Context: an optimization exercise on an open-source flow, tuned for small area. The choices shown serve that exercise and are no tape-out recipe. Only simulation tests tie the RTL to the original design; equivalence was not proved. The clock port is modelled as an ideal driver; clocking choices that lean on that would not hold on a real chip. Power and IR drop assume default switching activity.

==> flow/design.v <==
module tel (input clk,
        input rst,
        input startCall, answerCall,
        input endCall,
        input sendChar,
        input [7:0] charSent,
        output [63:0] statusMsg,
        output [63:0] sentMsg
);
localparam [2:0] IDLE = 3'd0, RINGING = 3'd1, BUSY = 3'd2, REJECTED = 3'd3,
                 CALL = 3'd4, COST = 3'd5, NONE = 3'd7;
reg [2:0] state;      
reg [2:0] shown;      
reg [15:0] acc;       
reg [41:0] msg_hi;    
reg [15:0] msg_lo;    
wire s_idle = state == IDLE;
wire s_ring = state == RINGING;
wire s_busy = state == BUSY;
wire s_rej  = state == REJECTED;
wire s_call = state == CALL;
wire s_cost = state == COST;
wire cost_first = s_cost & (shown == CALL);
wire c10 = acc[3] & acc[1];
wire cost_done = s_cost & ~cost_first & acc[2];
wire is_del   = charSent == 8'd127;
wire in_range = ~charSent[7] & (charSent[6] | charSent[5]);       
wire is_digit = charSent[7:4] == 4'h3 && !(charSent[3] && (charSent[2] || charSent[1]));
wire shift    = sendChar & in_range & ~is_del;                    
wire charge   = s_call & sendChar & in_range;
reg [2:0] next_state;
always @(*) begin
    case (state)
        IDLE:     next_state = startCall ? RINGING : IDLE;
        RINGING:  next_state = endCall ? REJECTED : answerCall ? CALL : c10 ? BUSY : RINGING;
        BUSY:     next_state = c10 ? IDLE : BUSY;
        REJECTED: next_state = c10 ? IDLE : REJECTED;
        CALL:     next_state = (endCall || is_del) ? COST : CALL;
        COST:     next_state = cost_done ? IDLE : COST;
        default:  next_state = IDLE;
    endcase
end
always @(posedge clk or posedge rst) begin
    if (rst) begin
        state <= IDLE;
        shown <= NONE;
    end else begin
        state <= next_state;
        shown <= state;
    end
end
wire acc_clr = s_idle | cost_first | (s_ring & (endCall | answerCall)) |
               ((s_ring | s_busy | s_rej) & c10);
wire inc1 = ~s_call | (charge & is_digit);        
wire inc2 = charge & ~is_digit;
wire c1 = inc2 | (inc1 & acc[0]);
wire [15:0] ones;    
assign ones[0] = 1'b0;
assign ones[1] = 1'b1;
genvar i;
generate
    for (i = 2; i < 16; i = i + 1) begin : g_ones
        assign ones[i] = ones[i-1] & acc[i-1];
    end
endgenerate
wire [15:0] carry = {{15{c1}} & ones[15:1], inc1};
wire [15:0] acc_sum = acc ^ carry;
always @(posedge clk)
    acc <= {16{~acc_clr}} & acc_sum;
localparam [41:0] SPACES = {6{7'h20}};
wire sel_shift = s_call & shift;                               
wire sel_hold  = (s_call & ~shift) | (s_cost & ~cost_first);   
wire sel_space = ~s_call & ~s_cost;                            
wire [41:0] hi_in = {msg_hi[34:0], msg_lo[14:8]};
wire [15:0] lo_in = {1'b0, msg_lo[6:0], 1'b0, charSent[6:0]};
always @(posedge clk or posedge rst) begin
    if (rst) begin
        msg_hi <= SPACES;
        msg_lo <= 16'h2020;
    end else begin
        msg_hi <= ({42{sel_shift}} & hi_in) | ({42{s_call & ~shift}} & msg_hi) | ({42{sel_space}} & SPACES);
        msg_lo <= ({16{sel_shift}} & lo_in) | ({16{sel_hold}} & msg_lo) | ({16{sel_space}} & 16'h2020)
                | ({16{cost_first}} & acc);
    end
end
assign sentMsg = {1'b0, msg_hi[41:35], 1'b0, msg_hi[34:28], 1'b0, msg_hi[27:21],
                  1'b0, msg_hi[20:14], 1'b0, msg_hi[13:7], 1'b0, msg_hi[6:0], msg_lo};
reg [63:0] status;
always @(*) begin
    case (shown)
        IDLE:     status = "IDLE    ";
        RINGING:  status = "RINGING ";
        BUSY:     status = "BUSY    ";
        REJECTED: status = "REJECTED";
        CALL:     status = "CALL    ";
        COST:     status = "COST    ";
        default:  status = 64'd0;
    endcase
end
assign statusMsg = status;
endmodule
==> flow/flow/run.sh <==
#!/bin/bash
# Layout flow: the standard flow (standard.sh) with these changes:
#  - synthesis runs the standard flow's synthesis script unchanged, but ABC maps the logic with an
#    area-recovering script (flow/abc_area.script) in place of ORFS's abc_speed.script;
#    registers are mapped by the same dfflibmap step, so they keep their names and cells
#  - after floorplanning, logic cells are swapped to their smallest drive strength
#    (flow/downsize.tcl); later repair steps upsize where slew, capacitance or timing need it
#  - ports are buffered with buf_1
#  - constant outputs share one tie cell (no repair_tie_fanout)
#  - CTS builds its tree from clkbuf_8 without dummy loads; then each clock buffer is shrunk
#    while the flip-flop clock-pin slews stay under 110 ps (flow/clkdown.tcl)
# Each tool's output is in synth.log and layout.log here, and ORFS's own logs under orfs/logs.
set -euo pipefail
here=$(pwd)
flow=$here/flow
rm -rf "$here/scripts_abc"
cp -r "$FLOW_HOME/scripts" "$here/scripts_abc"
cp "$flow/abc_area.script" "$here/scripts_abc/abc_speed.script"
bash standard.sh synth "SCRIPTS_DIR=$here/scripts_abc" > "$here/synth.log" 2>&1
bash standard.sh finish \
  "BUFFER_PORTS_ARGS=-buffer_cell sky130_fd_sc_hd__buf_1" \
  "CTS_ARGS=-sink_clustering_enable -repair_clock_nets -dont_use_dummy_load -buf_list {sky130_fd_sc_hd__clkbuf_8}" \
  "POST_FLOORPLAN_TCL=$flow/downsize.tcl" \
  "POST_CTS_TCL=$flow/cts_post.tcl" \
  CLK_SLEW_TARGET=0.11 SKIP_REPAIR_TIE_FANOUT=1 > "$here/layout.log" 2>&1
==> flow/flow/abc_area.script <==
&get -n
&st
&dch -f
&nf -a -R 1000
&put
strash
&get -n
&st
&syn2
&dch -f
&nf -a -R 1000
&put
topo
stime -c
==> flow/flow/clkdown.tcl <==
set target [expr {[info exists ::env(CLK_SLEW_TARGET)] ? $::env(CLK_SLEW_TARGET) : 0.090}]
set db [ord::get_db]
set sizes {}
foreach s {1 2 4 8 16} { lappend sizes [$db findMaster sky130_fd_sc_hd__clkbuf_$s] }
proc max_clk_slew {} {
  estimate_parasitics -placement
  set mx 0
  foreach pin [all_registers -clock_pins] {
    foreach e {rise fall} {
      set s [get_property $pin slew_max_$e]
      if {$s > $mx} { set mx $s }
    }
  }
  return $mx
}
set bufs {}
foreach inst [[ord::get_db_block] getInsts] {
  if {[string match sky130_fd_sc_hd__clkbuf_* [[$inst getMaster] getName]] && [string match clkbuf_* [$inst getName]]} {
    lappend bufs $inst
  }
}
# leaves (names with _leaf_ or deeper levels) first, the root last
set bufs [lsort -command {apply {{a b} {string compare [$b getName] [$a getName]}}} $bufs]
set start [max_clk_slew]
set limit [expr {max($target, $start)}]
puts "clkdown: start max slew $start"
foreach inst $bufs {
  set orig [$inst getMaster]
  foreach m $sizes {
    if {[$m getWidth] >= [$orig getWidth]} { break }
    $inst swapMaster $m
    if {[max_clk_slew] <= $limit} { break }
    $inst swapMaster $orig
  }
  puts "clkdown: [$inst getName] [$orig getName] -> [[$inst getMaster] getName]"
}
puts "clkdown: end max slew [max_clk_slew]"
detailed_placement
==> flow/flow/cts_post.tcl <==
source [file join [file dirname [info script]] clkdown.tcl]
==> flow/flow/downsize.tcl <==
# Swap every logic cell to the smallest-area master of the same function family
# (same base name, any drive strength); later repair steps upsize where needed.
set db [ord::get_db]
set best [dict create]
foreach lib [$db getLibs] {
  foreach m [$lib getMasters] {
    set n [$m getName]
    if {![regexp {^(sky130_fd_sc_hd__[a-z0-9]+)_([0-9]+)$} $n -> base drv]} continue
    if {[string match *lpflow* $n] || [string match *probe* $n]} continue
    set a [expr {[$m getWidth] * [$m getHeight]}]
    if {![dict exists $best $base] || $a < [lindex [dict get $best $base] 1]} {
      dict set best $base [list $m $a]
    }
  }
}
set n_swapped 0
foreach inst [[ord::get_db_block] getInsts] {
  set m [$inst getMaster]
  set n [$m getName]
  if {![regexp {^(sky130_fd_sc_hd__[a-z0-9]+)_([0-9]+)$} $n -> base drv]} continue
  if {[string match *tap* $n] || [string match *fill* $n] || [string match *decap* $n] || [string match *conb* $n]} continue
  if {![dict exists $best $base]} continue
  lassign [dict get $best $base] bm ba
  set a [expr {[$m getWidth] * [$m getHeight]}]
  if {$ba < $a} {
    $inst swapMaster $bm
    incr n_swapped
  }
}
puts "downsize: swapped $n_swapped instances"
==> flow/standard.sh <==
#!/bin/bash
# synth_recipe.tcl (not shown) runs the flow's synth.tcl, then flattens the netlist and writes it again
# the make line also repeats each setting of config.mk as NAME=value (left out here)
make -C /OpenROAD-flow-scripts/flow DESIGN_CONFIG=/design/flow/config.mk WORK_HOME=/design/flow/orfs CLKGATE_MAP_FILE= SYNTH_SCRIPT=/design/flow/synth_recipe.tcl "${@:-finish}"
==> flow/config.mk <==
export PLATFORM = sky130hd
export DESIGN_NAME = tel
export DESIGN_NICKNAME = tel
export VERILOG_FILES = /design/flow/design.v
export SDC_FILE = /design/flow/constraint.sdc
export NUM_CORES = 4
export LEC_CHECK = 0
export CAP_MARGIN = 20
export CORE_MARGIN = 2
export CORE_UTILIZATION = 40
export SLEW_MARGIN = 20
==> flow/constraint.sdc <==
create_clock -name core_clock -period 4.0 [get_ports {clk}]
set_input_delay 0.8000 -clock core_clock [delete_from_list [all_inputs] [get_ports {clk}]]
set_output_delay 0.8000 -clock core_clock [all_outputs]
set_load 0.01 [all_outputs]
==> summary.txt, run 1 <==
Status
  • Outcome: complete, no violations

Yosys
  • Average cell area after synthesis: 10.9 um^2
  • Synth Area in Adders: 0.00713
  • Simple-gate share of the synthesized area: 0.104
  • Cells after Synth: 321
  • Post-synth EDFFs: 0
  • Post-synth ARST share: 0.800
  • Yosys warns: 1
  • Yosys reg bits: 80
  • Distinct cells, synth: 34
  • Main flop type after synthesis: dfrtp_1
  • Multiplexer area fraction after synthesis: 0
  • Synthesized cell area: 0.00351 mm^2
  • Largest family of logic cells by synthesized area: compound AO/OA/AOI/OAI gates
  • Post-synth net total: 337
  • Xor-xnor portion of the synthesized cell area: 0.00499
  • Post-synthesis compound-gate area fraction: 0.203
  • Share of the yosys chip area belonging to registers: 0.552

Cells and area
  • Layout area overhead: 8.52%
  • Fill cells: ~850
  • Fin area: 0.00381 mm^2
  • FF+latch area: 0.00194 mm^2
  • Final #Nets: around 420
  • Util after Layout: 0.443
  • Non-Filler Instances: around 510
  • Ant diodes: 0
  • Most frequent cells in the layout: buf_1 (113), dfrtp_1 (53), a22o_1 (38)
  • Share of cells above drive strength 1: 0.0680
  • Multi-input logic area: 0.00113 mm^2
  • Commonest non-fill, non-tap cell in the layout: buf_1

STA
  • Period minus WS final: 3.11 ns
  • Max Freq: 321 MHz
  • Final period utilization: 0.779
  • Normalized max-slew margin: 0.438
  • Final Max Tran Viols: 0
  • RSZ-0062 raised after global routing: no
  • Worst-Margin Slew: 0.842 ns
  • Hold Fails Final Rpt: 0
  • Setup TNS: 0 ns
  • Worst Skew: between 0.02 and 0.03 ns
  • Final setup viols: 0

Clock network
  • Clk pin slew, worst setup/hold paths: 0.10 ns
  • CTS tree: built
  • Clk sinks: 80
  • Clk latency of the worst-skew pair: 0.49 ns

Routing
  • DRC errors left: 0
  • Antenna Violating Nets Remaining: 0
  • DR iter-0 viols: 145
  • First-pass iteration count of the detailed router: 6
  • Detailed Route WL: around 7.5 mm
  • Vias per cell: 5.26
  • Vias: around 2700
  • Routed len/inst: 14.8 um

Floorplan
  • Ports: roughly 140
  • Die Footprint: 0.00954 mm^2
  • Core area: 0.00859 mm^2
  • Chip width: between 90 and 100 um
  • Initial Util: 0.408
  • Row count: 34
  • Die height: 97.7 um

Setup path
  • CP Max Fanout: 10
  • CP Class: flop to flop
  • Critical path, cell by cell: nand2b_1, nor2_1, o31ai_1, ha_1, a31oi_1, nor3b_1, and3_1, and2_0, and4_1, nand2_1, or3_1, a21oi_1
  • CP max stage delay: 0.45 ns
  • Arr. time, crit path: between 3 and 4 ns
  • Crit. Startpoint: state[1]
  • Crit start category: flop
  • Reg2reg path depth: 12
  • Critical path endpoint category: flop
  • Critical path's slowest cell: dfrtp_1
  • Critical Path RT: 4.42 ns
  • Reg-to-Reg End: acc[15]
  • RR Startpoint: state[1]
  • Crit path to: acc[15]
  • R2R setup slack: 0.89 ns

Global route
  • Number of global-route vias before repair: 2535
  • First-pass GRT wire length: between 10 and 15 mm
  • Largest net degree at the start of global routing: 57
  • GRT Util Overall: 0.161
  • Initial antenna violation count: 0
  • Total gr overflow: 0

Place
  • Routability cong.: approximately 0.83
  • Final HPWL DP: roughly 5.2 mm
  • Placed Instances: 496
  • IO Port Bufs: 113
  • Post-DP Area: 0.00373 mm^2

Pwr
  • Static leakage: approximately 1.6 nW
  • Worst vdd ir: roughly 0.26 mV
  • Final Power: 2.09 mW
  • Pwr dens: 548 mW/mm^2

Min path
  • Min-Delay Path Class: flop to flop

Flow run
  • Max-Cap Viols: 0
==> flip-flops by register name, indices dropped and copies added (netlist names) <==
name	count
msg_lo	16
acc	16
shown	3
msg_hi	42
state	3
==> power breakdown <==
group | switching, mW | total, mW | internal (mW)
registers | 0.0982 | 1.00 | 0.902
clock network | 0.230 | 0.349 | 0.119
logic | 0.509 | 0.737 | 0.228
total | 0.838 | 2.09 | 1.25
==> critical path: cells and delay by family, from the launching register on <==
family                     cells  cell delay [ns]
and+or+nand+nor                8             2.13
DFF                            1             0.45
AOI/OAI and AO/OA              3             0.30
adders and majority gates      1             0.18
==> per-stage QoR <==
stage               hold slack, ns  worst slack (ns)
finish                       0.431             0.886
floorplan                    0.388             0.770
global placement             0.415             0.661
global route                 0.439             0.516
detailed placement           0.423             0.548
==> Yosys cell counts, types with 3 or more instances <==
| cell type | instances | area, um^2 |
|---|---|---|
| nor2_1 | 27 | 101 |
| a221o_1 | 6 | 60.1 |
| o21ai_0 | 10 | 50.1 |
| nand3_1 | 3 | 15.0 |
| a222oi_1 | 12 | 120 |
| dfxtp_1 | 16 | 320 |
| and3_1 | 6 | 37.5 |
| a21oi_1 | 11 | 55.1 |
| and2_0 | 4 | 25.0 |
| nor3_1 | 8 | 40.0 |
| clkinv_1 | 19 | 71.3 |
| buf_4 | 50 | 375 |
| dfstp_2 | 11 | 289 |
| dfrtp_1 | 53 | 1330 |
| nor3b_1 | 3 | 22.5 |
| a22o_1 | 38 | 333 |
| nand2_1 | 19 | 71.3 |
==> per-layer routing <==
metal | part of all wire | global-route usage
met1 | 0.48 | 0.229
met2 | 0.45 | 0.241
met3 | 0.063 | 0.0496
met4 | 0.0011 | 0.0385
met5 | 0 | 0
==> final cells by class <==
type,count,area share
multi-input combinational,172,0.297
sequential,80,0.508
inverter,19,0.0191
timing repair buffer,117,0.119
tap,108,0.0355
clock buffer,9,0.0204
==> logic make-up (layout without fill, tap and decap cells) <==
| kind of cell | after synthesis | after routing |
|---|---|---|
| AOI/OAI and AO/OA | 89 | 89 |
| xor gates and xnor gates | 2 | 2 |
| adders and majority gates | 2 | 2 |
| buffers and inverters | 69 | 145 |
| DFF | 80 | 80 |
| other | 1 | 1 |
| and+or+nand+nor | 78 | 78 |
==> worst min path at each step <==
stage	startpoint	end	slack, ns	depth (start not counted)
6_report	acc[5]	msg_lo[5]	0.43	2
5_1_grt	rst	state[1]	0.44	2
3_5_place_dp	acc[5]	msg_lo[5]	0.42	2
3_3_place_gp	acc[5]	msg_lo[5]	0.42	2
2_1_floorplan	acc[5]	msg_lo[5]	0.39	2
==> inputs of run 2 (changes only) <==
--- a/flow/design.v
+++ b/flow/design.v
@@ -13,7 +13,7 @@
 reg [2:0] shown;      
 reg [15:0] acc;       
 reg [41:0] msg_hi;    
-reg [15:0] msg_lo;    
+reg [13:0] msg_lo;    
 wire s_idle = state == IDLE;
 wire s_ring = state == RINGING;
 wire s_busy = state == BUSY;
@@ -49,9 +49,9 @@
         shown <= state;
     end
 end
-wire acc_clr = s_idle | cost_first | (s_ring & (endCall | answerCall)) |
-               ((s_ring | s_busy | s_rej) & c10);
-wire inc1 = ~s_call | (charge & is_digit);        
+wire acc_clr_hi = s_idle | (s_ring & (endCall | answerCall)) | ((s_ring | s_busy | s_rej) & c10);
+wire acc_clr_lo = acc_clr_hi | cost_first;
+wire inc1 = ~(s_call | cost_first) | (charge & is_digit);    
 wire inc2 = charge & ~is_digit;
 wire c1 = inc2 | (inc1 & acc[0]);
 wire [15:0] ones;    
@@ -66,25 +66,28 @@
 wire [15:0] carry = {{15{c1}} & ones[15:1], inc1};
 wire [15:0] acc_sum = acc ^ carry;
 always @(posedge clk)
-    acc <= {16{~acc_clr}} & acc_sum;
+    acc <= {{13{~acc_clr_hi}}, {3{~acc_clr_lo}}} & acc_sum;
 localparam [41:0] SPACES = {6{7'h20}};
 wire sel_shift = s_call & shift;                               
 wire sel_hold  = (s_call & ~shift) | (s_cost & ~cost_first);   
 wire sel_space = ~s_call & ~s_cost;                            
-wire [41:0] hi_in = {msg_hi[34:0], msg_lo[14:8]};
-wire [15:0] lo_in = {1'b0, msg_lo[6:0], 1'b0, charSent[6:0]};
+wire [41:0] hi_in = {msg_hi[34:0], msg_lo[13:7]};
+wire [13:0] lo_in = {msg_lo[6:0], charSent[6:0]};
+wire [13:0] bill  = {acc[14:8], acc[6:0]};
 always @(posedge clk or posedge rst) begin
     if (rst) begin
         msg_hi <= SPACES;
-        msg_lo <= 16'h2020;
+        msg_lo <= {7'h20, 7'h20};
     end else begin
         msg_hi <= ({42{sel_shift}} & hi_in) | ({42{s_call & ~shift}} & msg_hi) | ({42{sel_space}} & SPACES);
-        msg_lo <= ({16{sel_shift}} & lo_in) | ({16{sel_hold}} & msg_lo) | ({16{sel_space}} & 16'h2020)
-                | ({16{cost_first}} & acc);
+        msg_lo <= ({14{sel_shift}} & lo_in) | ({14{sel_hold}} & msg_lo) | ({14{sel_space}} & {7'h20, 7'h20})
+                | ({14{cost_first}} & bill);
     end
 end
+wire show_bill = shown == COST;
 assign sentMsg = {1'b0, msg_hi[41:35], 1'b0, msg_hi[34:28], 1'b0, msg_hi[27:21],
-                  1'b0, msg_hi[20:14], 1'b0, msg_hi[13:7], 1'b0, msg_hi[6:0], msg_lo};
+                  1'b0, msg_hi[20:14], 1'b0, msg_hi[13:7], 1'b0, msg_hi[6:0],
+                  show_bill & acc[15], msg_lo[13:7], show_bill & acc[7], msg_lo[6:0]};
 reg [63:0] status;
 always @(*) begin
     case (shown)
==> summary.txt, run 2 <==
Yosys
  • Simple-gate share of the synthesized area: 0.105 (was 0.104)
  • Average cell area after synthesis: 11.0 um^2 (was 10.9 um^2)
  • Largest family of logic cells by synthesized area: compound AO/OA/AOI/OAI gates (unchanged)
  • Post-synth top area cell: dfrtp_1 (unchanged)
  • Yosys warns: 1 (unchanged)
  • Yosys reg bits: 78 (was 80)
  • Main flop type after synthesis: dfrtp_1 (unchanged)
  • Post-synth EDFFs: 0 (unchanged)
  • Post-synthesis compound-gate area fraction: 0.199 (was 0.203)
  • Multiplexer area fraction after synthesis: 0 (unchanged)
  • Xor-xnor portion of the synthesized cell area: 0.0102 (was 0.00499)
  • Synthesized cell area: 0.00344 mm^2 (was 0.00351 mm^2)
  • Synth Area in Adders: 0.00728 (was 0.00713)
  • Post-synth ARST share: 0.795 (was 0.800)
  • Cell with the most instances after synthesis: dfrtp_1 (unchanged)
  • Synth top area cells: dfrtp_1 (37%), buf_4 (11%), dfxtp_1 (9.3%) (was dfrtp_1 (38%), buf_4 (11%), a22o_1 (9.5%))
  • Cells after Synth: 313 (was 321)
  • Distinct cells, synth: 33 (was 34)
  • Synth top area share: 0.371 (was 0.378)
  • Post-synth net total: 329 (was 337)
  • Share of the yosys chip area belonging to registers: 0.548 (was 0.552)
  • Synth top cells by count: dfrtp_1 (51), buf_4 (50), a22o_1 (36) (was dfrtp_1 (53), buf_4 (50), a22o_1 (38))

Setup path
  • CP Max Fanout: 9 (was 10)
  • Critical path endpoint category: flop (unchanged)
  • Arr. time, crit path: 3.77 ns (was 3.54 ns)
  • CP Class: flop to flop (unchanged)
  • Crit start category: flop (unchanged)
  • Critical path's slowest cell: dfrtp_1 (unchanged)
  • Critical Path RT: 4.38 ns (was 4.42 ns)
  • RR Startpoint: state[1] (unchanged)
  • Reg2reg path depth: 14 (was 12)
  • Reg-to-Reg End: acc[15] (unchanged)
  • Critical path, cell by cell: nand2b_1, nor2_1, nand2_1, o22ai_1, ha_1, a31oi_1, nor3b_1, buf_4, and3_1, and3_1, and3_1, and3_1, and3_1, nor3_1 (was nand2b_1, nor2_1, o31ai_1, ha_1, a31oi_1, nor3b_1, and3_1, and2_0, and4_1, nand2_1, or3_1, a21oi_1)
  • R2R setup slack: 0.61 ns (was 0.89 ns)
  • Cell mode on critical path: and3_1
  • CP max stage delay: 0.45 ns (about the same)

Floorplan
  • Initial Util: 0.417 (was 0.408)
  • Core area: 0.00826 mm^2 (was 0.00859 mm^2)
  • Die Footprint: 0.00936 mm^2 (was 0.00954 mm^2)
  • Ports: 142 (unchanged)
  • Row count: 33 (was 34)
  • Chip width: 96.7 um (was 97.7 um)
  • Die height: 96.7 um (was 97.7 um)

Cells and area
  • Multi-input logic area: 0.00112 mm^2 (was 0.00113 mm^2)
  • Largest regs: msg_hi (42), acc (16), msg_lo (14) (was msg_hi (42), acc (16), msg_lo (16))
  • Final #Nets: 409 (was 415)
  • Share of cells above drive strength 1: 0.0742 (was 0.0680)
  • FF+latch area: 0.00189 mm^2 (was 0.00194 mm^2)
  • Commonest non-fill, non-tap cell in the layout: buf_1 (unchanged)
  • Register with the most flip-flops: msg_hi (unchanged)
  • Layout area overhead: 9.06% (was 8.52%)
  • Max reg flops: 42 (unchanged)
  • Ant diodes: 0 (unchanged)
  • Non-Filler Instances: 496 (was 505)
  • Fin area: 0.00375 mm^2 (was 0.00381 mm^2)
  • Most frequent cells in the layout: buf_1 (113), dfrtp_1 (51), a22o_1 (36) (was buf_1 (113), dfrtp_1 (53), a22o_1 (38))
  • Fill cells: 798 (was 846)

Routing
  • Vias per cell: 5.32 (was 5.26)
  • First-pass iteration count of the detailed router: 6 (unchanged)
  • Vias: 2640 (was 2658)
  • Antenna Violating Nets Remaining: 0 (unchanged)
  • DR iter-0 viols: 184 (was 145)
  • Routed len/inst: 15.1 um (was 14.8 um)
  • Detailed Route WL: 7.50 mm (was 7.49 mm)
  • DRC errors left: 0 (unchanged)

Global route
  • Total gr overflow: 0 (unchanged)
  • Largest net degree at the start of global routing: 43 (was 57)
  • First-pass GRT wire length: 12.2 mm (was 12.6 mm)
  • Initial antenna violation count: 0 (unchanged)
  • GRT Util Overall: 0.161 (about the same)
  • Number of global-route vias before repair: 2404 (was 2535)

STA
  • Final setup viols: 0 (unchanged)
  • Normalized max-slew margin: 0.465 (was 0.438)
  • RSZ-0062 raised after global routing: no (unchanged)
  • Period minus WS final: 3.39 ns (was 3.11 ns)
  • Hold_ws: 0.429 ns (was 0.431 ns)
  • Setup TNS: 0 ns (unchanged)
  • Final period utilization: 0.847 (was 0.779)
  • Final Max Tran Viols: 0 (unchanged)
  • Worst-Margin Slew: 0.802 ns (was 0.842 ns)
  • Hold Fails Final Rpt: 0 (unchanged)
  • Worst Skew: 0.0196 ns (was 0.0252 ns)
  • Max Freq: 295 MHz (was 321 MHz)

Place
  • Post-DP Area: 0.00367 mm^2 (was 0.00373 mm^2)
  • Routability cong.: 0.787 (was 0.828)
  • Placed Instances: 487 (was 496)
  • Final HPWL DP: 5.34 mm (was 5.21 mm)
  • IO Port Bufs: 113 (unchanged)

Clock network
  • CTS tree: built (unchanged)
  • Clk pin slew, worst setup/hold paths: 0.10 ns (about the same)
  • Clk latency of the worst-skew pair: 0.48 ns (was 0.49 ns)
  • Clk sinks: 78 (was 80)

Pwr
  • Worst vdd ir: 0.318 mV (was 0.262 mV)
  • Pwr dens: 541 mW/mm^2 (was 548 mW/mm^2)
  • Static leakage: 1.58 nW (about the same)

Status
  • Outcome: complete, no violations (unchanged)

Flow run
  • Max-Cap Viols: 0 (unchanged)

Min path
  • Min-Delay Path Class: flop to flop (unchanged)
  • Min-Delay Endpoint: msg_lo[5] (unchanged)
  • WHS Path Cells: 2 (unchanged)
  • Hold path startpoint: acc[5] (unchanged)
[run 2: changes by cell type after synthesis, moves of 3 or more]
cell and delta:
nor2_1 -7, and3_1 +3, nor3_1 +3, o21ai_0 -3
[run 2: worst max-delay path by stage]
| stage | cells after the start | from | to | slack [ns] |
|---|---|---|---|---|
| 2_1_floorplan | 6 | charSent[5] | msg_lo[12] | 0.73 |
| 3_3_place_gp | 15 | charSent[5] | acc[15] | 0.69 |
| 3_5_place_dp | 15 | charSent[6] | acc[15] | 0.56 |
| 5_1_grt | 14 | state[1] | acc[15] | 0.16 |
| 6_report | 14 | state[1] | acc[15] | 0.61 |
[run 2: cells by family after synthesis]
family / count (synthesis)
AOI/OAI and AO/OA: 86
xor gates and xnor gates: 4
adders and majority gates: 2
buffers and inverters: 68
DFF: 78
other: 1
and+or+nand+nor: 74
[run 2: report_power, final]
group	total [mW]	switching, mW	leakage, nW	internal [mW]
Clock	0.350	0.231	0.0461	0.119
Combinational	0.690	0.463	0.584	0.227
Sequential	0.988	0.106	0.954	0.882
[run 2: layout make-up]
class                      count  share of cell area
sequential                    78               0.503
multi-input combinational    167               0.299
timing repair buffer         119               0.125
tap                          105              0.0350
clock buffer                   9              0.0207
inverter                      18              0.0180
[run 2: critical path, delay by kind of cell (launching register included)]
kind | cells | cell delay [ns]
flops | 1 | 0.45
buf+inv | 1 | 0.16
fa+ha+maj | 1 | 0.18
compound gates | 2 | 0.23
simple gates | 10 | 2.27
[run 2: routing by layer]
metal	wire (um)	track usage	vias up
met2	3450	0.238	78
met5	0	0	-
met3	455	0.0585	4
li1	-	-	1258
met1	3560	0.229	1300
met4	34	0.0314	0
[run 2: through the flow]
step	utilization	setup WS [ns]	total power, mW
floorplan	-	0.732	1.59
global placement	0.445	0.694	1.69
detailed placement	0.445	0.560	1.70
global route	0.454	0.160	2.17
finish	0.454	0.614	2.03
==> inputs of run 3 (changes only) <==
--- a/flow/flow/run.sh
+++ b/flow/flow/run.sh
@@ -6,6 +6,8 @@
 #  - after floorplanning, logic cells are swapped to their smallest drive strength
 #    (flow/downsize.tcl); later repair steps upsize where slew, capacitance or timing need it
 #  - ports are buffered with buf_1
+#  - before detailed placement, cells left above their smallest size are shrunk where that
+#    adds no slew or capacitance violation and keeps setup slack above 0.3 ns (flow/shrink.tcl)
 #  - constant outputs share one tie cell (no repair_tie_fanout)
 #  - CTS builds its tree from clkbuf_8 without dummy loads; then each clock buffer is shrunk
 #    while the flip-flop clock-pin slews stay under 110 ps (flow/clkdown.tcl)
@@ -22,4 +24,5 @@
   "CTS_ARGS=-sink_clustering_enable -repair_clock_nets -dont_use_dummy_load -buf_list {sky130_fd_sc_hd__clkbuf_8}" \
   "POST_FLOORPLAN_TCL=$flow/downsize.tcl" \
   "POST_CTS_TCL=$flow/cts_post.tcl" \
+  "PRE_DETAIL_PLACE_TCL=$flow/shrink.tcl" \
   CLK_SLEW_TARGET=0.11 SKIP_REPAIR_TIE_FANOUT=1 > "$here/layout.log" 2>&1
==> flow/flow/shrink.tcl (new file) <==
# Before detailed placement: try each logic cell that is not at its smallest drive strength
# (clock and port buffers aside) at smaller sizes, and keep the smallest one that adds no
# max-slew or max-capacitance violation and keeps the worst setup slack above a margin.
set db [ord::get_db]
set fam [dict create]
foreach lib [$db getLibs] {
  foreach m [$lib getMasters] {
    set n [$m getName]
    if {![regexp {^(sky130_fd_sc_hd__[a-z0-9]+)_([0-9]+)$} $n -> base drv]} continue
    if {[string match *lpflow* $n] || [string match *probe* $n]} continue
    dict lappend fam $base $m
  }
}
# plain buffers may also become a smaller buf
proc area_of {m} { return [expr {[$m getWidth] * [$m getHeight]}] }
proc check {} {
  estimate_parasitics -placement
  return [list [sta::max_slew_violation_count] [sta::max_capacitance_violation_count] [sta::worst_slack_cmd max]]
}
set margin [expr {[info exists ::env(SHRINK_SLACK_MARGIN)] ? $::env(SHRINK_SLACK_MARGIN) : 0.3e-9}]
lassign [check] s0 c0 w0
set wmin [expr {min($w0, $margin)}]
puts "shrink: start slew $s0 cap $c0 ws $w0"
set saved 0.0
set cands {}
foreach inst [[ord::get_db_block] getInsts] {
  set m [$inst getMaster]
  set n [$m getName]
  if {[$inst isFixed]} continue
  if {[string match *clkbuf* $n] || [string match *tap* $n] || [string match *fill* $n] || [string match *conb* $n]} continue
  if {[string match input* [$inst getName]] || [string match output* [$inst getName]]} continue
  if {![regexp {^(sky130_fd_sc_hd__[a-z0-9]+)_([0-9]+)$} $n -> base drv]} continue
  lappend cands $inst
}
foreach inst $cands {
  set orig [$inst getMaster]
  regexp {^(sky130_fd_sc_hd__[a-z0-9]+)_([0-9]+)$} [$orig getName] -> base drv
  set opts {}
  foreach m [dict get $fam $base] { if {[area_of $m] < [area_of $orig]} { lappend opts $m } }
  set opts [lsort -command {apply {{a b} {expr {[area_of $a] - [area_of $b]}}}} $opts]
  foreach m $opts {
    $inst swapMaster $m
    lassign [check] s c w
    if {$s <= $s0 && $c <= $c0 && $w >= $wmin} {
      set saved [expr {$saved + ([area_of $orig] - [area_of $m]) / 1e6}]
      puts "shrink: [$inst getName] [$orig getName] -> [$m getName]"
      break
    }
    $inst swapMaster $orig
  }
}
lassign [check] s c w
puts "shrink: end slew $s cap $c ws $w saved $saved um2"
==> summary.txt, run 3 <==
Setup path
  • Crit path to: acc[15] (unchanged)
  • Crit start category: flop (unchanged)
  • Crit-path leading delay family: simple AND/OR/NAND/NOR gates (unchanged)
  • Critical path endpoint category: flop (unchanged)
  • CP Class: flop to flop (unchanged)
  • Reg-to-Reg End: acc[15] (unchanged)
  • Critical Path RT: 4.28 ns (was 4.38 ns)
  • CP max stage delay: 0.45 ns (about the same)
  • R2R setup slack: 0.57 ns (was 0.61 ns)
  • Critical path, cell by cell: nand2b_1, nor2_1, nand2_1, o22ai_1, ha_1, a31oi_1, nor3b_1, buf_1, and3_1, and3_1, and3_1, and3_1, and3_1, nor3_1 (was nand2b_1, nor2_1, nand2_1, o22ai_1, ha_1, a31oi_1, nor3b_1, buf_4, and3_1, and3_1, and3_1, and3_1, and3_1, nor3_1)
  • Reg2reg path depth: 14 (unchanged)
  • Arr. time, crit path: 3.70 ns (was 3.77 ns)
  • CP Max Fanout: 9 (unchanged)
  • Critical path's slowest cell: dfrtp_1 (unchanged)
  • Cell mode on critical path: and3_1 (unchanged)
  • Crit. Startpoint: state[1] (unchanged)
  • Bufs and invs on worst path: 1 (unchanged)
  • RR Startpoint: state[1] (unchanged)
  • Number of stages on the worst setup path: 14 (unchanged)

Yosys
  • Share of the yosys chip area belonging to registers: 0.548 (unchanged)
  • Synth top cells by count: dfrtp_1 (51), buf_4 (50), a22o_1 (36) (unchanged)
  • Post-synthesis compound-gate area fraction: 0.199 (unchanged)
  • Synthesized cell area: 0.00344 mm^2 (unchanged)
  • Synth top area share: 0.371 (unchanged)
  • Cells after Synth: 313 (unchanged)
  • Yosys reg bits: 78 (unchanged)
  • Main flop type after synthesis: dfrtp_1 (unchanged)
  • Post-synth EDFFs: 0 (unchanged)
  • Simple-gate share of the synthesized area: 0.105 (unchanged)
  • Average cell area after synthesis: 11.0 um^2 (unchanged)
  • Post-synth net total: 329 (unchanged)
  • Yosys warns: 1 (unchanged)
  • Post-synth top area cell: dfrtp_1 (unchanged)
  • Cell with the most instances after synthesis: dfrtp_1 (unchanged)
  • Synth Area in Adders: 0.00728 (unchanged)
  • Synth top area cells: dfrtp_1 (37%), buf_4 (11%), dfxtp_1 (9.3%) (unchanged)
  • Xor-xnor portion of the synthesized cell area: 0.0102 (unchanged)
  • Largest family of logic cells by synthesized area: compound AO/OA/AOI/OAI gates (unchanged)
  • Distinct cells, synth: 33 (unchanged)
  • Post-synth ARST share: 0.795 (unchanged)
  • Multiplexer area fraction after synthesis: 0 (unchanged)

Pwr
  • Clock share of power: 0.176 (was 0.173)
  • Static leakage: 1.57 nW (was 1.58 nW)
  • Final Power: 2.02 mW (was 2.03 mW)
  • Gate power share: 0.336 (was 0.340)
  • P_int: 1.23 mW (about the same)
  • Sequential power share: 0.488 (was 0.487)
  • Switch Pwr: 0.796 mW (was 0.799 mW)
  • Pwr dens: 543 mW/mm^2 (was 541 mW/mm^2)
  • Worst vdd ir: 0.233 mV (was 0.318 mV)
  • Switching share of power: 0.394 (about the same)

Floorplan
  • Die Footprint: 0.00936 mm^2 (unchanged)
  • Initial Util: 0.417 (unchanged)
  • Chip width: 96.7 um (unchanged)
  • Core area: 0.00826 mm^2 (unchanged)
  • Ports: 142 (unchanged)
  • Row count: 33 (unchanged)
  • Die height: 96.7 um (unchanged)

Global route
  • First-pass GRT wire length: 12.5 mm (was 12.2 mm)
  • Number of global-route vias before repair: 2399 (was 2404)
  • Total gr overflow: 0 (unchanged)
  • Initial antenna violation count: 0 (unchanged)
  • GRT Util Overall: 0.163 (was 0.161)
  • Largest net degree at the start of global routing: 43 (unchanged)

Cells and area
  • Non-Filler Instances: 496 (unchanged)
  • Commonest non-fill, non-tap cell in the layout: buf_1 (unchanged)
  • Util after Layout: 0.452 (was 0.454)
  • Layout area overhead: 8.40% (was 9.06%)
  • Largest regs: msg_hi (42), acc (16), msg_lo (14) (unchanged)
  • Max reg flops: 42 (unchanged)
  • Most frequent cells in the layout: buf_1 (116), dfrtp_1 (51), a22o_1 (36) (was buf_1 (113), dfrtp_1 (51), a22o_1 (36))
  • Ant diodes: 0 (unchanged)
  • Register with the most flip-flops: msg_hi (unchanged)
  • Fin area: 0.00373 mm^2 (was 0.00375 mm^2)
  • Final #Nets: 409 (unchanged)
  • Share of cells above drive strength 1: 0.0639 (was 0.0742)

Clock network
  • Clk sinks: 78 (unchanged)
  • CTS tree: built (unchanged)
  • Clk pin slew, worst setup/hold paths: 0.10 ns (about the same)
  • Clk latency of the worst-skew pair: 0.41 ns (was 0.48 ns)

STA
  • Normalized max-slew margin: 0.403 (was 0.465)
  • Setup TNS: 0 ns (unchanged)
  • Period minus WS final: 3.43 ns (was 3.39 ns)
  • Final setup viols: 0 (unchanged)
  • RSZ-0062 raised after global routing: no (unchanged)
  • Crit path setup slack, layout: 0.574 ns (was 0.614 ns)
  • Worst-Margin Slew: 0.895 ns (was 0.802 ns)
  • Final Max Tran Viols: 0 (unchanged)
  • Max Freq: 292 MHz (was 295 MHz)
  • Hold Fails Final Rpt: 0 (unchanged)
  • Final period utilization: 0.856 (was 0.847)
  • Hold_ws: 0.424 ns (was 0.429 ns)
  • Worst Skew: 0.0284 ns (was 0.0196 ns)

Flow run
  • Max-Cap Viols: 0 (unchanged)

Routing
  • Routed len/inst: 15.0 um (was 15.1 um)
  • First-pass iteration count of the detailed router: 6 (unchanged)
  • DR iter-0 viols: 210 (was 184)
  • DRC errors left: 0 (unchanged)
  • Vias per cell: 5.30 (was 5.32)
  • Antenna Violating Nets Remaining: 0 (unchanged)
  • Vias: 2627 (was 2640)
  • Detailed Route WL: 7.44 mm (was 7.50 mm)

Place
  • Post-DP Area: 0.00365 mm^2 (was 0.00367 mm^2)
  • IO Port Bufs: 113 (unchanged)
  • Final HPWL DP: 5.30 mm (was 5.34 mm)
  • Placed Instances: 487 (unchanged)
  • Routability cong.: 0.787 (unchanged)
  • Pre-CTS setup slack: 0.544 ns (was 0.560 ns)

Status
  • Outcome: complete, no violations (unchanged)

Min path
  • Min-Delay Path Class: flop to flop (unchanged)
==> run 3: cell counts after synthesis <==
No cell type changed its count.
==> run 3: power groups by stage <==
stage | logic (mW) | registers (mW) | clock network, mW
after global placement | 0.692 | 0.999 | 0
after detailed placement | 0.688 | 1.00 | 0
after floorplan | 0.602 | 0.987 | 0
after global routing | 0.755 | 1.01 | 0.411
final | 0.680 | 0.987 | 0.356
==> run 3: layer usage <==
layer | share of wire | vias to the layer above | wire [um] | GRT usage
li1 | - | 1257 | - | -
met1 | 0.47 | 1290 | 3500 | 0.237
met2 | 0.47 | 75 | 3460 | 0.237
met3 | 0.056 | 5 | 418 | 0.0513
met4 | 0.0079 | 0 | 59 | 0.0401
met5 | 0 | - | 0 | 0
==> run 3: final cells by class <==
cell class | instances | area (um^2)
fillers | 818 | 4530
flip-flops and latches | 78 | 1890
multi-input cells | 167 | 1110
repair buffers | 119 | 450
well taps | 105 | 131
clock buffers | 9 | 80.1
inverters | 18 | 67.6
==> run 3: worst min path at each step <==
stage,from,endpoint,cells past startpoint
after floorplan,acc[5],msg_lo[5],2
after global placement,acc[5],msg_lo[5],2
after detailed placement,acc[5],msg_lo[5],2
after global routing,acc[5],msg_lo[5],2
final,acc[5],msg_lo[5],2
==> run 3: cell families (layout without fill, tap and decap cells) <==
family | after synthesis | in the layout
buffers and inverters | 68 | 146
flip-flops | 78 | 78
adder cells (fa/ha/maj) | 2 | 2
AO/OA/AOI/OAI | 86 | 86
XOR/XNOR | 4 | 4
AND/OR/NAND/NOR | 74 | 74
other | 1 | 1
==> run 3: tightest hold or removal path, stage by stage (launching register included) <==
cell and delay [ns]:
dfxtp_1 0.33, nand2_1 0.06, nand2_1 0.04
==> inputs of run 4 (changes only) <==
--- a/flow/design.v
+++ b/flow/design.v
@@ -7,8 +7,7 @@
         output [63:0] statusMsg,
         output [63:0] sentMsg
 );
-localparam [2:0] IDLE = 3'd0, RINGING = 3'd1, BUSY = 3'd2, REJECTED = 3'd3,
-                 CALL = 3'd4, COST = 3'd5, NONE = 3'd7;
+localparam [2:0] IDLE = 3'd7, RINGING = 3'd3, BUSY = 3'd6, REJECTED = 3'd2, CALL = 3'd5, COST = 3'd4, NONE = 3'd0;
 reg [2:0] state;      
 reg [2:0] shown;      
 reg [15:0] acc;       
==> summary.txt, run 4 <==
Setup path
  • CP max stage delay: 0.50 ns (was 0.45 ns)
  • Critical path, cell by cell: nand3b_1, nor3_1, o22ai_1, ha_1, a31oi_1, clkinv_1, and3_1, and2_0, and3_1, and2_0, and3_1, and3_1, and3_1, nor3_1 (was nand2b_1, nor2_1, nand2_1, o22ai_1, ha_1, a31oi_1, nor3b_1, buf_1, and3_1, and3_1, and3_1, and3_1, and3_1, nor3_1)
  • R2R setup slack: 0.52 ns (was 0.57 ns)
  • Arr. time, crit path: 3.85 ns (was 3.70 ns)
  • Crit-path leading delay family: simple AND/OR/NAND/NOR gates (unchanged)
  • Critical Path RT: 4.37 ns (was 4.28 ns)
  • Cell mode on critical path: and3_1 (unchanged)
  • Crit start category: flop (unchanged)
  • Critical path endpoint category: flop (unchanged)
  • CP Class: flop to flop (unchanged)
  • CP Max Fanout: 11 (was 9)
  • Critical path's slowest cell: dfrtp_1 (unchanged)
  • Bufs and invs on worst path: 1 (unchanged)

STA
  • RSZ-0062 raised after global routing: no (unchanged)
  • Hold_ws: 0.430 ns (was 0.424 ns)
  • Final Max Tran Viols: 0 (unchanged)
  • Setup TNS: 0 ns (unchanged)
  • Period minus WS final: 3.48 ns (was 3.43 ns)
  • Worst-Margin Slew: 1.06 ns (was 0.895 ns)
  • Normalized max-slew margin: 0.296 (was 0.403)
  • Final setup viols: 0 (unchanged)
  • Max Freq: 287 MHz (was 292 MHz)
  • Worst Skew: 0.0317 ns (was 0.0284 ns)
  • Final period utilization: 0.870 (was 0.856)
  • Hold Fails Final Rpt: 0 (unchanged)

Cells and area
  • Non-Filler Instances: 494 (was 496)
  • Share of cells above drive strength 1: 0.0591 (was 0.0639)
  • Largest regs: msg_hi (42), acc (16), msg_lo (14) (unchanged)
  • Ant diodes: 0 (unchanged)
  • Layout area overhead: 8.24% (was 8.40%)
  • Commonest non-fill, non-tap cell in the layout: buf_1 (unchanged)
  • Max reg flops: 42 (unchanged)
  • Final #Nets: 407 (was 409)
  • Fin area: 0.00371 mm^2 (was 0.00373 mm^2)
  • Fill cells: 809 (was 818)
  • Register with the most flip-flops: msg_hi (unchanged)
  • Most frequent cells in the layout: buf_1 (117), dfrtp_1 (51), a22o_1 (36) (was buf_1 (116), dfrtp_1 (51), a22o_1 (36))

Routing
  • Routed len/inst: 15.5 um (was 15.0 um)
  • Detailed Route WL: 7.65 mm (was 7.44 mm)
  • DRC errors left: 0 (unchanged)
  • Antenna Violating Nets Remaining: 0 (unchanged)
  • First-pass iteration count of the detailed router: 6 (unchanged)
  • DR iter-0 viols: 202 (was 210)
  • Vias per cell: 5.27 (was 5.30)
  • Vias: 2602 (was 2627)

Place
  • Post-DP Area: 0.00363 mm^2 (was 0.00365 mm^2)
  • Routability cong.: 0.852 (was 0.787)
  • Placed Instances: 485 (was 487)
  • IO Port Bufs: 113 (unchanged)
  • Final HPWL DP: 5.35 mm (was 5.30 mm)

Yosys
  • Synth top area cells: dfrtp_1 (37%), buf_4 (11%), dfxtp_1 (9.3%) (unchanged)
  • Share of the yosys chip area belonging to registers: 0.549 (was 0.548)
  • Post-synth ARST share: 0.795 (unchanged)
  • Synth top cells by count: dfrtp_1 (51), buf_4 (50), a22o_1 (36) (unchanged)
  • Post-synthesis compound-gate area fraction: 0.188 (was 0.199)
  • Xor-xnor portion of the synthesized cell area: 0.0153 (was 0.0102)
  • Synthesized cell area: 0.00343 mm^2 (was 0.00344 mm^2)
  • Largest family of logic cells by synthesized area: compound AO/OA/AOI/OAI gates (unchanged)
  • Yosys warns: 1 (unchanged)
  • Post-synth net total: 329 (unchanged)
  • Cells after Synth: 313 (unchanged)
  • Synth top area share: 0.372 (was 0.371)
  • Simple-gate share of the synthesized area: 0.101 (was 0.105)
  • Cell with the most instances after synthesis: dfrtp_1 (unchanged)
  • Post-synth top area cell: dfrtp_1 (unchanged)
  • Synth Area in Adders: 0.0102 (was 0.00728)
  • Main flop type after synthesis: dfrtp_1 (unchanged)
  • Yosys reg bits: 78 (unchanged)
  • Post-synth EDFFs: 0 (unchanged)
  • Multiplexer area fraction after synthesis: 0 (unchanged)
  • Average cell area after synthesis: 11.0 um^2 (about the same)
  • Distinct cells, synth: 31 (was 33)

Pwr
  • Sequential power share: 0.504 (was 0.488)
  • Gate power share: 0.298 (was 0.336)
  • Static leakage: 1.58 nW (was 1.57 nW)
  • P_int: 1.16 mW (was 1.23 mW)
  • Switching share of power: 0.367 (was 0.394)
  • Clock share of power: 0.198 (was 0.176)
  • Switch Pwr: 0.673 mW (was 0.796 mW)
  • Pwr dens: 493 mW/mm^2 (was 543 mW/mm^2)
  • Worst vdd ir: 0.302 mV (was 0.233 mV)

Global route
  • GRT Util Overall: 0.165 (was 0.163)
  • Number of global-route vias before repair: 2446 (was 2399)
  • Initial antenna violation count: 0 (unchanged)
  • Largest net degree at the start of global routing: 57 (was 43)
  • Total gr overflow: 0 (unchanged)
  • First-pass GRT wire length: 12.7 mm (was 12.5 mm)

Floorplan
  • Die Footprint: 0.00934 mm^2 (was 0.00936 mm^2)
  • Die height: 96.6 um (was 96.7 um)
  • Initial Util: 0.416 (was 0.417)
  • Chip width: 96.6 um (was 96.7 um)
  • Row count: 33 (unchanged)
  • Core area: 0.00826 mm^2 (unchanged)
  • Ports: 142 (unchanged)

Status
  • Outcome: complete, no violations (unchanged)

Clock network
  • CTS tree: built (unchanged)
  • Clk pin slew, worst setup/hold paths: 0.10 ns (about the same)
  • Clk latency of the worst-skew pair: 0.47 ns (was 0.41 ns)
  • Clk sinks: 78 (unchanged)

Min path
  • Min-Delay Path Class: flop to flop (unchanged)

Flow run
  • Max-Cap Viols: 0 (unchanged)
[run 4: worst paths after layout]
path | to | start | depth (start not counted)
setup / recovery | acc[15] | shown[1] | 14
hold / removal | shown[1] | state[1] | 0
max in group asynchronous | msg_lo[11] | rst | 3
setup reg to reg | acc[15] | shown[1] | 14
hold reg to reg | shown[1] | state[1] | 0
min in group asynchronous | shown[1] | rst | 2
[run 4: final cells by class]
cell class | instances | area, um^2 | share of cell area
Tap cell | 105 | 131 | 0.0354
Sequential cell | 78 | 1890 | 0.508
Multi-Input combinational cell | 162 | 1080 | 0.292
Clock buffer | 9 | 83.8 | 0.0226
Inverter | 21 | 80.1 | 0.0216
Timing Repair Buffer | 119 | 449 | 0.121
[run 4: metal layers]
metal  vias to the layer above  wire (um)  GRT usage
li1                       1239          -          -
met1                      1268       3650      0.245
met2                        84       3490      0.236
met3                        11        417     0.0354
met4                         0         92     0.0607
met5                         -          0          0
[run 4: kinds of logic (layout without fill, tap and decap cells)]
logic type / Yosys count / after routing
AO/OA/AOI/OAI: 78 / 78
flip-flops: 78 / 78
AND/OR/NAND/NOR: 74 / 74
buffers and inverters: 73 / 149
XOR/XNOR: 6 / 6
adder cells (fa/ha/maj): 3 / 3
other: 1 / 1
[run 4: metrics by stage]
| step | setup slack [ns] | util | total power, mW |
|---|---|---|---|
| final | 0.518 | 0.450 | 1.83 |
| after detailed placement | 0.335 | 0.440 | 1.49 |
| after global placement | 0.391 | 0.444 | 1.50 |
| after floorplan | 0.0455 | - | 1.44 |
| after global routing | 0.177 | 0.450 | 1.97 |
[run 4: power groups by stage]
stage | registers, mW | clock network [mW] | logic [mW]
detailed placement | 0.940 | 0 | 0.555
global route | 0.938 | 0.413 | 0.620
finish | 0.924 | 0.364 | 0.546
floorplan | 0.923 | 0 | 0.514
global placement | 0.940 | 0 | 0.563
==> inputs of run 5 (changes only) <==
--- a/flow/flow/run.sh
+++ b/flow/flow/run.sh
@@ -10,7 +10,7 @@
 #    adds no slew or capacitance violation and keeps setup slack above 0.3 ns (flow/shrink.tcl)
 #  - constant outputs share one tie cell (no repair_tie_fanout)
 #  - CTS builds its tree from clkbuf_8 without dummy loads; then each clock buffer is shrunk
-#    while the flip-flop clock-pin slews stay under 110 ps (flow/clkdown.tcl)
+#    while the flip-flop clock-pin slews stay under 120 ps (flow/clkdown.tcl)
 # Each tool's output is in synth.log and layout.log here, and ORFS's own logs under orfs/logs.
 set -euo pipefail
 here=$(pwd)
@@ -25,4 +25,4 @@
   "POST_FLOORPLAN_TCL=$flow/downsize.tcl" \
   "POST_CTS_TCL=$flow/cts_post.tcl" \
   "PRE_DETAIL_PLACE_TCL=$flow/shrink.tcl" \
-  CLK_SLEW_TARGET=0.11 SKIP_REPAIR_TIE_FANOUT=1 > "$here/layout.log" 2>&1
+  CLK_SLEW_TARGET=0.12 SKIP_REPAIR_TIE_FANOUT=1 > "$here/layout.log" 2>&1
==> summary.txt, run 5 <==
Status
  • Outcome: complete, no violations (unchanged)

Yosys
  • Synth top area share: 0.372 (unchanged)
  • Average cell area after synthesis: 11.0 um^2 (unchanged)
  • Yosys warns: 1 (unchanged)
  • Main flop type after synthesis: dfrtp_1 (unchanged)
  • Synth top cells by count: dfrtp_1 (51), buf_4 (50), a22o_1 (36) (unchanged)
  • Post-synth top area cell: dfrtp_1 (unchanged)
  • Distinct cells, synth: 31 (unchanged)
  • Synth top area cells: dfrtp_1 (37%), buf_4 (11%), dfxtp_1 (9.3%) (unchanged)
  • Post-synth net total: 329 (unchanged)
  • Synthesized cell area: 0.00343 mm^2 (unchanged)
  • Share of the yosys chip area belonging to registers: 0.549 (unchanged)
  • Cells after Synth: 313 (unchanged)
  • Yosys reg bits: 78 (unchanged)
  • Cell with the most instances after synthesis: dfrtp_1 (unchanged)
  • Post-synth EDFFs: 0 (unchanged)
  • Post-synth ARST share: 0.795 (unchanged)

Cells and area
  • Commonest non-fill, non-tap cell in the layout: buf_1 (unchanged)
  • Most frequent cells in the layout: buf_1 (117), dfrtp_1 (51), a22o_1 (36) (unchanged)
  • Fin area: 0.00371 mm^2 (about the same)
  • Largest regs: msg_hi (42), acc (16), msg_lo (14) (unchanged)
  • Max reg flops: 42 (unchanged)
  • Fill cells: 811 (was 809)
  • Final #Nets: 407 (unchanged)
  • Register with the most flip-flops: msg_hi (unchanged)
  • Util after Layout: 0.449 (was 0.450)
  • Layout area overhead: 8.06% (was 8.24%)
  • Ant diodes: 0 (unchanged)
  • Share of cells above drive strength 1: 0.0591 (unchanged)

Setup path
  • Bufs and invs on worst path: 1 (unchanged)
  • Crit. Startpoint: shown[1] (unchanged)
  • Critical path, cell by cell: nand3b_1, nor3_1, o22ai_1, ha_1, a31oi_1, clkinv_1, and3_1, and2_0, and3_1, and2_0, and3_1, and3_1, and3_1, nor3_1 (unchanged)
  • Critical path endpoint category: flop (unchanged)
  • Crit-path leading delay family: simple AND/OR/NAND/NOR gates (unchanged)
  • R2R setup slack: 0.57 ns (was 0.52 ns)
  • Critical Path RT: 4.40 ns (was 4.37 ns)
  • Arr. time, crit path: 3.83 ns (was 3.85 ns)
  • CP max stage delay: 0.50 ns (about the same)
  • CP Max Fanout: 11 (unchanged)
  • Critical path's slowest cell: dfrtp_1 (unchanged)
  • Crit start category: flop (unchanged)
  • RR Startpoint: shown[1] (unchanged)
  • CP Class: flop to flop (unchanged)
  • Cell mode on critical path: and3_1 (unchanged)

Min path
  • Hold path startpoint: state[1] (unchanged)
  • Min-Delay Path Class: flop to flop (unchanged)

STA
  • Crit path setup slack, layout: 0.569 ns (was 0.518 ns)
  • Worst-Margin Slew: 1.06 ns (about the same)
  • Worst Skew: 0.0273 ns (was 0.0317 ns)
  • RSZ-0062 raised after global routing: no (unchanged)
  • Final setup viols: 0 (unchanged)
  • Final Max Tran Viols: 0 (unchanged)
  • Max Freq: 291 MHz (was 287 MHz)
  • Final period utilization: 0.858 (was 0.870)
  • Period minus WS final: 3.43 ns (was 3.48 ns)
  • Normalized max-slew margin: 0.292 (was 0.296)
  • Setup TNS: 0 ns (unchanged)
  • Hold Fails Final Rpt: 0 (unchanged)

Floorplan
  • Chip width: 96.6 um (unchanged)
  • Die height: 96.6 um (unchanged)
  • Ports: 142 (unchanged)
  • Core area: 0.00826 mm^2 (unchanged)
  • Initial Util: 0.416 (unchanged)
  • Die Footprint: 0.00934 mm^2 (unchanged)
  • Row count: 33 (unchanged)

Place
  • Post-DP Area: 0.00363 mm^2 (unchanged)
  • IO Port Bufs: 113 (unchanged)
  • Routability cong.: 0.852 (unchanged)
  • Final HPWL DP: 5.35 mm (unchanged)
  • Pre-CTS setup slack: 0.335 ns (unchanged)

Global route
  • Initial antenna violation count: 0 (unchanged)
  • GRT Util Overall: 0.164 (was 0.165)
  • First-pass GRT wire length: 12.7 mm (about the same)
  • Total gr overflow: 0 (unchanged)
  • Number of global-route vias before repair: 2450 (was 2446)
  • Largest net degree at the start of global routing: 57 (unchanged)

Pwr
  • Static leakage: 1.57 nW (was 1.58 nW)
  • Sequential power share: 0.508 (was 0.504)
  • Switch Pwr: 0.669 mW (was 0.673 mW)
  • Gate power share: 0.300 (was 0.298)
  • Pwr dens: 491 mW/mm^2 (was 493 mW/mm^2)
  • Clock share of power: 0.192 (was 0.198)
  • Switching share of power: 0.368 (was 0.367)
  • Worst vdd ir: 0.302 mV (unchanged)
  • Final Power: 1.82 mW (was 1.83 mW)
  • P_int: 1.15 mW (was 1.16 mW)

Routing
  • DR iter-0 viols: 191 (was 202)
  • Routed len/inst: 15.4 um (was 15.5 um)
  • Vias per cell: 5.30 (was 5.27)
  • DRC errors left: 0 (unchanged)
  • First-pass iteration count of the detailed router: 5 (was 6)
  • Antenna Violating Nets Remaining: 0 (unchanged)
  • Detailed Route WL: 7.61 mm (was 7.65 mm)
  • Vias: 2616 (was 2602)

Clock network
  • CTS tree: built (unchanged)
  • Clk sinks: 78 (unchanged)
  • Clk latency of the worst-skew pair: 0.47 ns (about the same)
  • Clk pin slew, worst setup/hold paths: 0.11 ns (was 0.10 ns)

Flow run
  • Max-Cap Viols: 0 (unchanged)
run 5: cell counts after synthesis:
Identical to the previous run, type by type.
run 5: metal layers:
metal	global-route usage	up-vias	share of wire
met2	0.237	77	0.45
met5	0	-	0
met1	0.244	1289	0.49
met4	0.0607	0	0.012
met3	0.0354	11	0.047
li1	-	1239	-
run 5: through the flow:
stage               hold slack (ns)  std cells
floorplan                     0.405        313
global placement              0.416        485
detailed placement            0.415        485
global route                  0.442        494
finish                        0.430        494
run 5: final cells by class:
type                    count  area, um^2  share of cell area
flip-flops and latches     78        1890               0.508
well taps                 105         131              0.0354
repair buffers            119         449               0.121
clock buffers               9        77.6              0.0209
inverters                  21        80.1              0.0216
multi-input cells         162        1080               0.293
run 5: worst paths after layout:
check | to | cells after the start
min in group asynchronous | msg_hi[30] | 2
setup reg to reg | acc[15] | 14
hold / removal | shown[1] | 0
hold reg to reg | shown[1] | 0
max in group asynchronous | msg_lo[11] | 3
setup / recovery | acc[15] | 14
run 5: kinds of logic (layout without fill, tap and decap cells):
family	count (synthesis)	in the layout	synth area share
AND/OR/NAND/NOR	74	74	0.101
flip-flops	78	78	0.549
other	1	1	0.00109
XOR/XNOR	6	6	0.0153
buffers and inverters	73	149	0.135
adder cells (fa/ha/maj)	3	3	0.0102
AO/OA/AOI/OAI	78	78	0.188
run 5: worst register-to-register path, stage by stage, from the launching register on:
cell and delay, ns:
dfrtp_1 0.50, nand3b_1 0.30, nor3_1 0.27, o22ai_1 0.13, ha_1 0.20, a31oi_1 0.15
clkinv_1 0.11, and3_1 0.22, and2_0 0.22, and3_1 0.22, and2_0 0.21, and3_1 0.26
and3_1 0.23, and3_1 0.19, nor3_1 0.15
run 5: power groups by stage:
stage	Combinational, mW	Clock, mW	Sequential (mW)
after detailed placement	0.555	0	0.940
after global placement	0.563	0	0.940
final	0.546	0.350	0.924
after floorplan	0.514	0	0.923
after global routing	0.620	0.400	0.938

## what the ideal ports hide
In the flow no input, the clock included, has a driving cell. The finished layouts below were timed again as built, in two steps. Step 1 (the two cells are an assumption about what drives the block):
set clk [get_ports {clk}]
set_driving_cell -lib_cell sky130_fd_sc_hd__clkbuf_16 $clk
set_driving_cell -lib_cell sky130_fd_sc_hd__buf_2 [delete_from_list [all_inputs] $clk]
Step 2 times the ports against the registers' clock, not the clock port: input delays grow and output delays shrink by t, the midpoint of the rising clock arrivals with the driver on. Slacks: no drivers / after step 1 / after step 2; pairs: no drivers / after step 1.
run | shift t [ns] | slack for setup (ns) | hold slack, ns | pins driven straight from the clock port
run 1 | 0.498 | 0.886 / 0.886 / 0.574 | 0.431 / 0.431 / 0.431 | 1
run 2 | 0.493 | 0.614 / 0.614 / 0.559 | 0.429 / 0.429 / 0.429 | 1
run 3 | 0.420 | 0.574 / 0.574 / 0.545 | 0.424 / 0.424 / 0.424 | 1
run 4 | 0.484 | 0.518 / 0.518 / 0.342 | 0.430 / 0.430 / 0.430 | 1
run 5 | 0.479 | 0.569 / 0.569 / 0.379 | 0.430 / 0.430 / 0.430 | 1
After both steps every run listed still meets setup and hold. For run 1, which loses most, drivers alone change the setup slack by 0.000 ns; drivers and shift together by -0.312 ns.
